Background: an optimization exercise with open tools, aiming at small area. Do not read the settings as production practice. Function was checked by simulation only, so behaviour that the tests miss may differ from the original. Power and IR drop assume default switching activity.

==> flow/design.v, too long to show whole: its modules and the start of the top module <==
// module simd_lane: 967 lines
// module simd_alu: 28 lines
// module simd_fa: 10 lines
// module simd_core: 19 lines
module simd_core (
    input  wire         clk,
    input  wire         reset,
    input  wire [1:0]   opcode,
    input  wire [127:0] src_a,
    input  wire [127:0] src_b,
    output wire [127:0] result
);
  // ...
==> flow/run.sh <==
#!/bin/bash
# synth_recipe.tcl (not shown) runs the flow's synth.tcl, then flattens the netlist and writes it again
# the make line also repeats each setting of config.mk as NAME=value (left out here)
make -C /OpenROAD-flow-scripts/flow DESIGN_CONFIG=/design/flow/config.mk WORK_HOME=/design/flow/orfs CLKGATE_MAP_FILE= SYNTH_SCRIPT=/design/flow/synth_recipe.tcl finish
==> flow/config.mk <==
export PLATFORM = sky130hd
export DESIGN_NAME = simd_core
export DESIGN_NICKNAME = simd_core
export VERILOG_FILES = /design/flow/design.v
export SDC_FILE = /design/flow/constraint.sdc
export NUM_CORES = 4
export LEC_CHECK = 0
export ABC_AREA = 1
export CAP_MARGIN = 20
export CORE_MARGIN = 2
export CORE_UTILIZATION = 60
export SLEW_MARGIN = 20
export SYNTH_HIERARCHICAL = 1
export SYNTH_MINIMUM_KEEP_SIZE = 0
==> flow/constraint.sdc <==
create_clock -name core_clock -period 10.0 [get_ports {clk}]
set_input_delay 2.0000 -clock core_clock [delete_from_list [all_inputs] [get_ports {clk}]]
set_output_delay 2.0000 -clock core_clock [all_outputs]
set_load 0.01 [all_outputs]
==> flow_summary.ini, run 1 <==
[global_route]
track_usage = 0.420
grt_util_met3 = 0.114
grt_max_degree = 68

[synth]
synthTopCellsByCount = nand2_1 (1149), xor2_1 (900), fa_1 (880)
ys_warn_count = 7
async_flop_share = 0
synth-seq-cells = 128
synth_top_family_by_area = adder cells
synth_simple_gate_area_frac = 0.147
synth.area.mux_share = 0
syn-num-nets = 6966
synth_top_area_cell = fa_1

[setup_path]
path_max_fanout = 48
crit_chain = clkdlybuf4s50_1, inv_1, nor2_4, buf_12, nand2_2, nand2_1, nand2_1, nand2_1, buf_4, o22ai_1, a21oi_1, xor2_1, fa_1, fa_1, fa_1, fa_1, fa_1, ha_1, nand3_1, inv_1, a221oi_1, a21boi_2, fa_1, xor2_1
cp_common_cell = fa_1
startpoint_type = input port

[sta]
setup_viol = 0
period_needed_ns = 9.07
fin_ws_ns = 0.933
hold_ws_ns = 2.38

[power_and_ir_drop]
p_per_area_nw_per_um2 = 219
p_int_w = 0.00533

[outcome]
status = finished clean

[drt]
drt_wl_total_um = 170000
first_iter_violations = 5439

[finish]
final_layout_size_suffix_gt1_frac = 0.0440
clk_share = 0.0110
==> run 2, diff against run 1 <==
--- a/flow/config.mk
+++ b/flow/config.mk
@@ -8,7 +8,7 @@
 export ABC_AREA = 1
 export CAP_MARGIN = 20
 export CORE_MARGIN = 2
-export CORE_UTILIZATION = 60
+export CORE_UTILIZATION = 40
 export SLEW_MARGIN = 20
 export SYNTH_HIERARCHICAL = 1
 export SYNTH_MINIMUM_KEEP_SIZE = 0
==> flow_summary.ini, run 2 <==
[setup_path]
crit_chain = clkdlybuf4s50_1, inv_1, nor2_4, buf_12, nand2_4, nand2_1, nand2_1, buf_4, o22ai_1, xor2_1, fa_1, fa_1, fa_1, fa_1, fa_1, fa_1, ha_1, nand2_1, o22ai_1, a221oi_1, buf_4, a21boi_2, fa_1
slowest_stage = clkdlybuf4s50_1
crit_family = adder cells
cp_num_buf_inv = 5
critPathKind = input port to register
path_max_fanout = 52
worstSetupEndpointType = register
max_stage_delay_ns = 0.54
cp.arrival_ns = 9.35
startpoint_type = input port
cp_common_cell = fa_1
crit_required_ns = 10.42

[drt]
drt_wl_total_um = 182000
first_iter_violations = 4945
wl_per_cell_um = 24.4
top_layer = met5
wl_met3_um = 17000
vias = 44723
wl_met1_um = 75900
drt_pre_antenna_iters = 6
wl_met2_um = 82800
postRouteAntennaNets = 0
drc_errors = 0
vias_per_cell = 6.00

[die]
initial_utilization = 0.402
fp-row-count = 126
die_y_um = 348
core_um2 = 118000
dieArea_um2 = 121000
io_pins = 388
die_width_um = 348

[sta]
max_freq_mhz = 112
hold_violations = 0
slew_violations = 0
worst_pin_slew_ns = 1.11
hold_ws_ns = 2.40
grt_setup_unrepaired = false
finalCritPeriodShare = 0.893
finalSetupTns_ns = 0
setup_viol = 0
relSlewSlack = 0.259
period_needed_ns = 8.93

[placed_design]
dp_hpwl_um = 140000
gp_congestion = 0.980
place.port_buffers = 387
dp.cells = 7422

[power_and_ir_drop]
ir_drop_mv = 0.336
p_per_area_nw_per_um2 = 229
leakage_nw = 28.5

[synth]
synth.top_cell.area_share = 0.372
synth-seq-cells = 128
synth_simple_gate_area_frac = 0.147
ys_seq_area_frac = 0.0541
synth_top_family_by_area = adder cells
netlist_top_cells_area = fa_1 (37%), xor2_1 (17%), o22ai_1 (10%), nand2_1 (9.1%), dfxtp_1 (5.4%)
synth_ff_type = dfxtp_1
synthDistinctLibCells = 35
synthAdderAreaFrac = 0.390
syn-num-nets = 6966
synth_xor_area_frac = 0.171
synth.most_common_cell = nand2_1
netlist_area_um2 = 47400
async_flop_share = 0
synth_cells = 5758
synth_compound_area_frac = 0.164
syn_avg_cell_area_um2 = 8.23
synth.area.mux_share = 0
synth_edf_count = 0
synth_top_area_cell = fa_1
synthTopCellsByCount = nand2_1 (1149), xor2_1 (900), fa_1 (880)
ys_warn_count = 7

[cts]
hold_buffers = 0
clk_path_buf_depth = 2
post-cts-setup-buffers = 0
cts_resized = 0
cts_tree = done
cts.htree.levels = 4
clkSinkCount = 128
cts_root_buf = clkbuf_16
path_clk_slew_ns = 0.07
cts_buffers = 17

[global_route]
grt_pass1_vias = 44492
grt_pass1_wl_um = 277000
grt-ovfl-total = 0
antenna_found_initial = 5
grt_max_degree = 63
track_usage = 0.300

[min_path]
hp-class = input port to register

[outcome]
status = finished clean

[finish]
final_util = 0.452
top_regs = alu.result: 128 flops
stdcell_count = 7459
final_layout_size_suffix_gt1_frac = 0.0500
regMostFlops = alu.result
final_common_cell = nand2_1
fin_nets = 7114
largest_reg_flops = 128
final_cell_mix = nand2_1 (1149), xor2_1 (900), fa_1 (880)
areaGrowthSynthToFinish_pct = 12.5

[flow_run]
drv_cap = 0
run 2: cell counts after synthesis:
Identical to the previous run, type by type.
run 2: cells by family (layout without fill, tap and decap cells):
| family | Yosys count | after routing |
|---|---|---|
| AND/OR/NAND/NOR | 1667 | 1667 |
| adder cells (fa/ha/maj) | 948 | 948 |
| XOR/XNOR | 924 | 924 |
| flip-flops | 128 | 128 |
| buffers and inverters | 867 | 1028 |
| other | 0 | 4 |
| AO/OA/AOI/OAI | 1224 | 1224 |
run 2: metal layers:
metal | up-vias | global-route usage
li1 | 19609 | -
met3 | 427 | 0.0605
met2 | 2609 | 0.472
met4 | 2 | 0.109
met1 | 22076 | 0.409
met5 | - | 0
run 2: final timing paths:
path                      to      start  cells after the start  slack, ns
max   alu.result[88]$_DFF_P_  opcode[0]                     23       1.07
min   alu.result[96]$_DFF_P_  src_a[96]                      4       2.40
run 2: per-stage QoR:
step	instance area, um^2	worst slack [ns]	power [W]
final	53300	1.07	0.0122
after floorplan	47400	2.07	0.00769
after detailed placement	52700	0.690	0.0115
after global routing	53300	0.798	0.0135
after CTS	53200	1.28	0.0123
after global placement	52700	0.766	0.0114
run 2: power by group:
part           switching [W]  total [W]  internal [W]
logic                0.00625     0.0105       0.00427
registers           0.000108    0.00100      0.000892
clock network       0.000340   0.000690      0.000350
run 2: cell type report:
type	instances	area (um^2)
repair buffers	541	5120
flip-flops and latches	128	2560
well taps	1536	1920
inverters	455	1730
clock buffers	18	439
fillers	11460	64500
diodes	4	10.0
multi-input cells	4763	41400
clock inverters	14	134
run 2: Yosys stat by module, one instance, submodules excluded, a selection:
module,times used,cells,flip-flops and latches
simd_fa,848,1,0
simd_lane,4,1194,0
==> run 3, diff against run 2 <==
==> flow/flow/run.sh (new file) <==
#!/bin/bash
# The standard layout (standard.sh), with the ports buffered by the smallest buffer.
set -euo pipefail
export BUFFER_PORTS_ARGS="-buffer_cell sky130_fd_sc_hd__buf_1"
bash standard.sh > standard.log 2>&1
==> flow/standard.sh (new file) <==
#!/bin/bash
# synth_recipe.tcl (not shown) runs the flow's synth.tcl, then flattens the netlist and writes it again
# the make line also repeats each setting of config.mk as NAME=value (left out here)
make -C /OpenROAD-flow-scripts/flow DESIGN_CONFIG=/design/flow/config.mk WORK_HOME=/design/flow/orfs CLKGATE_MAP_FILE= SYNTH_SCRIPT=/design/flow/synth_recipe.tcl "${@:-finish}"
removed: flow/run.sh
==> flow_summary.ini, run 3 <==
[finish]
final_util = 0.431
areaGrowthSynthToFinish_pct = 7.22
regMostFlops = alu.result
final_cell_area_um2 = 50800
final_layout_size_suffix_gt1_frac = 0.0484
largest_reg_flops = 128
fillCellCount = 11864
final_cell_mix = nand2_1 (1149), xor2_1 (900), fa_1 (880)
top_regs = alu.result: 128 flops
fin_nets = 7106
final_common_cell = nand2_1

[drt]
postRouteAntennaNets = 0
drt_pre_antenna_iters = 8
drc_errors = 0
drt_wl_total_um = 176000
wl_per_cell_um = 23.6
vias = 44081
first_iter_violations = 4865
vias_per_cell = 5.91

[synth]
synth.area.mux_share = 0
synth.most_common_cell = nand2_1
async_flop_share = 0
netlist_top_cells_area = fa_1 (37%), xor2_1 (17%), o22ai_1 (10%), nand2_1 (9.1%), dfxtp_1 (5.4%)
synth_xor_area_frac = 0.171
synth.top_cell.area_share = 0.372
synth-seq-cells = 128
ys_warn_count = 7
synthAdderAreaFrac = 0.390
synth_ff_type = dfxtp_1
synthTopCellsByCount = nand2_1 (1149), xor2_1 (900), fa_1 (880)
synth_cells = 5758
synth_compound_area_frac = 0.164
synth_top_family_by_area = adder cells
synth_top_area_cell = fa_1
synthDistinctLibCells = 35
ys_seq_area_frac = 0.0541
netlist_area_um2 = 47400
synth_simple_gate_area_frac = 0.147
syn-num-nets = 6966
synth_edf_count = 0
syn_avg_cell_area_um2 = 8.23

[cts]
cts_resized = 0
cts_root_buf = clkbuf_16
cts.htree.levels = 4
hold_buffers = 0
cts_buffers = 17
post-cts-setup-buffers = 0
clkSinkCount = 128
cts_tree = done
clk_path_buf_depth = 2
path_clk_slew_ns = 0.06

[die]
core_um2 = 118000
die_width_um = 348
dieArea_um2 = 121000
fp-row-count = 126
io_pins = 388
initial_utilization = 0.402
die_y_um = 348

[sta]
finalCritPeriodShare = 0.851
max_freq_mhz = 117
finalSetupTns_ns = 0
relSlewSlack = 0.252
worst_pin_slew_ns = 1.12
slew_violations = 0
period_needed_ns = 8.51
setup_viol = 0
hold_violations = 0
grt_setup_unrepaired = false

[placed_design]
place.port_buffers = 387
dp_hpwl_um = 138000
placed_area_um2 = 50200
gp_congestion = 0.951

[setup_path]
worstSetupEndpointType = register
cp.arrival_ns = 8.94
critPathKind = input port to register
crit_required_ns = 10.43
path_max_fanout = 26
startpoint_type = input port

[power_and_ir_drop]
total_power_w = 0.0121
p_per_area_nw_per_um2 = 237
ir_drop_mv = 0.409
leakage_nw = 27.4

[global_route]
track_usage = 0.291
grt_max_degree = 94
grt-ovfl-total = 0
grt_pass1_wl_um = 270000
grt_pass1_vias = 43412
antenna_found_initial = 13

[outcome]
status = finished clean

[min_path]
hp-class = input port to register

[flow_run]
drv_cap = 0
==> run 3: cell types whose count changed in the layout (fill, tap and decap cells not counted) <==
cell / delta
clkinv_4: -1
clkinv_2: +1
buf_4: -5
bufinv_16: +2
clkdlybuf4s50_1: -387
buf_8: -1
diode_2: +8
inv_8: -1
buf_12: -2
clkbuf_8: -1
clkinvlp_4: -2
buf_1: +387
==> run 3: metal layers <==
layer	wire length, um	share of wire	global-route usage	vias to the layer above
li1	-	-	-	19600
met1	73700	0.42	0.405	21662
met2	79700	0.45	0.454	2475
met3	16900	0.096	0.0551	336
met4	5730	0.033	0.0966	8
met5	55	0.00031	0	-
==> run 3: metrics by stage <==
stage	cells	hold slack, ns	worst slack [ns]
floorplan	5758	2.30	2.07
global route	7450	2.06	1.19
detailed placement	7415	2.38	1.06
finish	7457	2.07	1.49
CTS	7445	2.03	1.63
global placement	7415	2.39	1.10
==> run 3: cell type report <==
type                            instances  area, um^2  share of cell area
Clock inverter                         13         164             0.00323
Antenna cell                           12        30.0            0.000591
Timing Repair Buffer                  533        2610              0.0514
Inverter                              455        1730              0.0340
Clock buffer                           17         425             0.00838
Tap cell                             1536        1920              0.0378
Multi-Input combinational cell       4763       41400               0.814
Sequential cell                       128        2560              0.0504
==> run 3: logic make-up after synthesis <==
group / count (synthesis)
AOI/OAI and AO/OA: 1224
xor gates and xnor gates: 924
and+or+nand+nor: 1667
adders and majority gates: 948
DFF: 128
buffers and inverters: 867
==> run 3: worst paths after layout <==
path	startpoint	endpoint	slack, ns	depth (start not counted)
min	src_b[65]	alu.result[65]$_DFF_P_	2.07	5
max	opcode[0]	alu.result[63]$_DFF_P_	1.49	27
==> run 3: modules after synthesis (local to each module, per instance), excerpt <==
module	flops+latches	area, um^2	cells	times used
simd_lane	0	6950	1194	4
simd_fa	0	20.0	1	848
==> run 3: critical path: stages <==
cell and delay [ns]:
buf_1 0.15, inv_1 0.10, nor2_4 0.18, buf_12 0.22, buf_4 0.33, nand2_1 0.19, nand2_1 0.15, nand2_1 0.08
nand2_1 0.45, buf_4 0.31, o22ai_1 0.10, xor2_1 0.19, fa_1 0.49, fa_1 0.48, fa_1 0.54, fa_1 0.43
fa_1 0.40, fa_1 0.42, fa_1 0.46, ha_1 0.39, inv_1 0.07, nor4_1 0.27, nand2_1 0.08, nand2_1 0.17
inv_1 0.07, nand3_1 0.08, nand2_1 0.06
==> run 3: power by group <==
group / switching (W) / internal [W] / total (W)
logic: 0.00631 / 0.00401 / 0.0103
clock network: 0.000324 / 0.000389 / 0.000712
registers: 0.000130 / 0.000891 / 0.00102

[static timing again, ports no longer ideal]
The results above use ideal ports. As a check the final layouts listed here were re-extracted and re-timed, cells and wires unchanged. Step 1, drivers: a clkbuf_16 drives clk and a buf_2 each remaining input, both assumed. Step 2 also shifts input and output timing later by t, the mid clock arrival at the registers, as if the neighbouring blocks saw the same clock. a / b / c = ideal / step 1 / step 2; a / b = the first two.
| run | shift t [ns] | setup slack, ns | worst data-port slew with drivers (ns) |
|---|---|---|---|
| run 1 | 0.619 | 0.933 / 0.984 / 0.365 | 0.12 |
| run 2 | 0.625 | 1.072 / 1.121 / 0.497 | 0.15 |
| run 3 | 0.615 | 1.487 / 1.537 / 0.922 | 0.17 |
After both steps setup and hold are still met in every run listed. For run 2, which loses most, drivers alone change the setup slack by +0.049 ns; drivers and shift together by -0.575 ns.
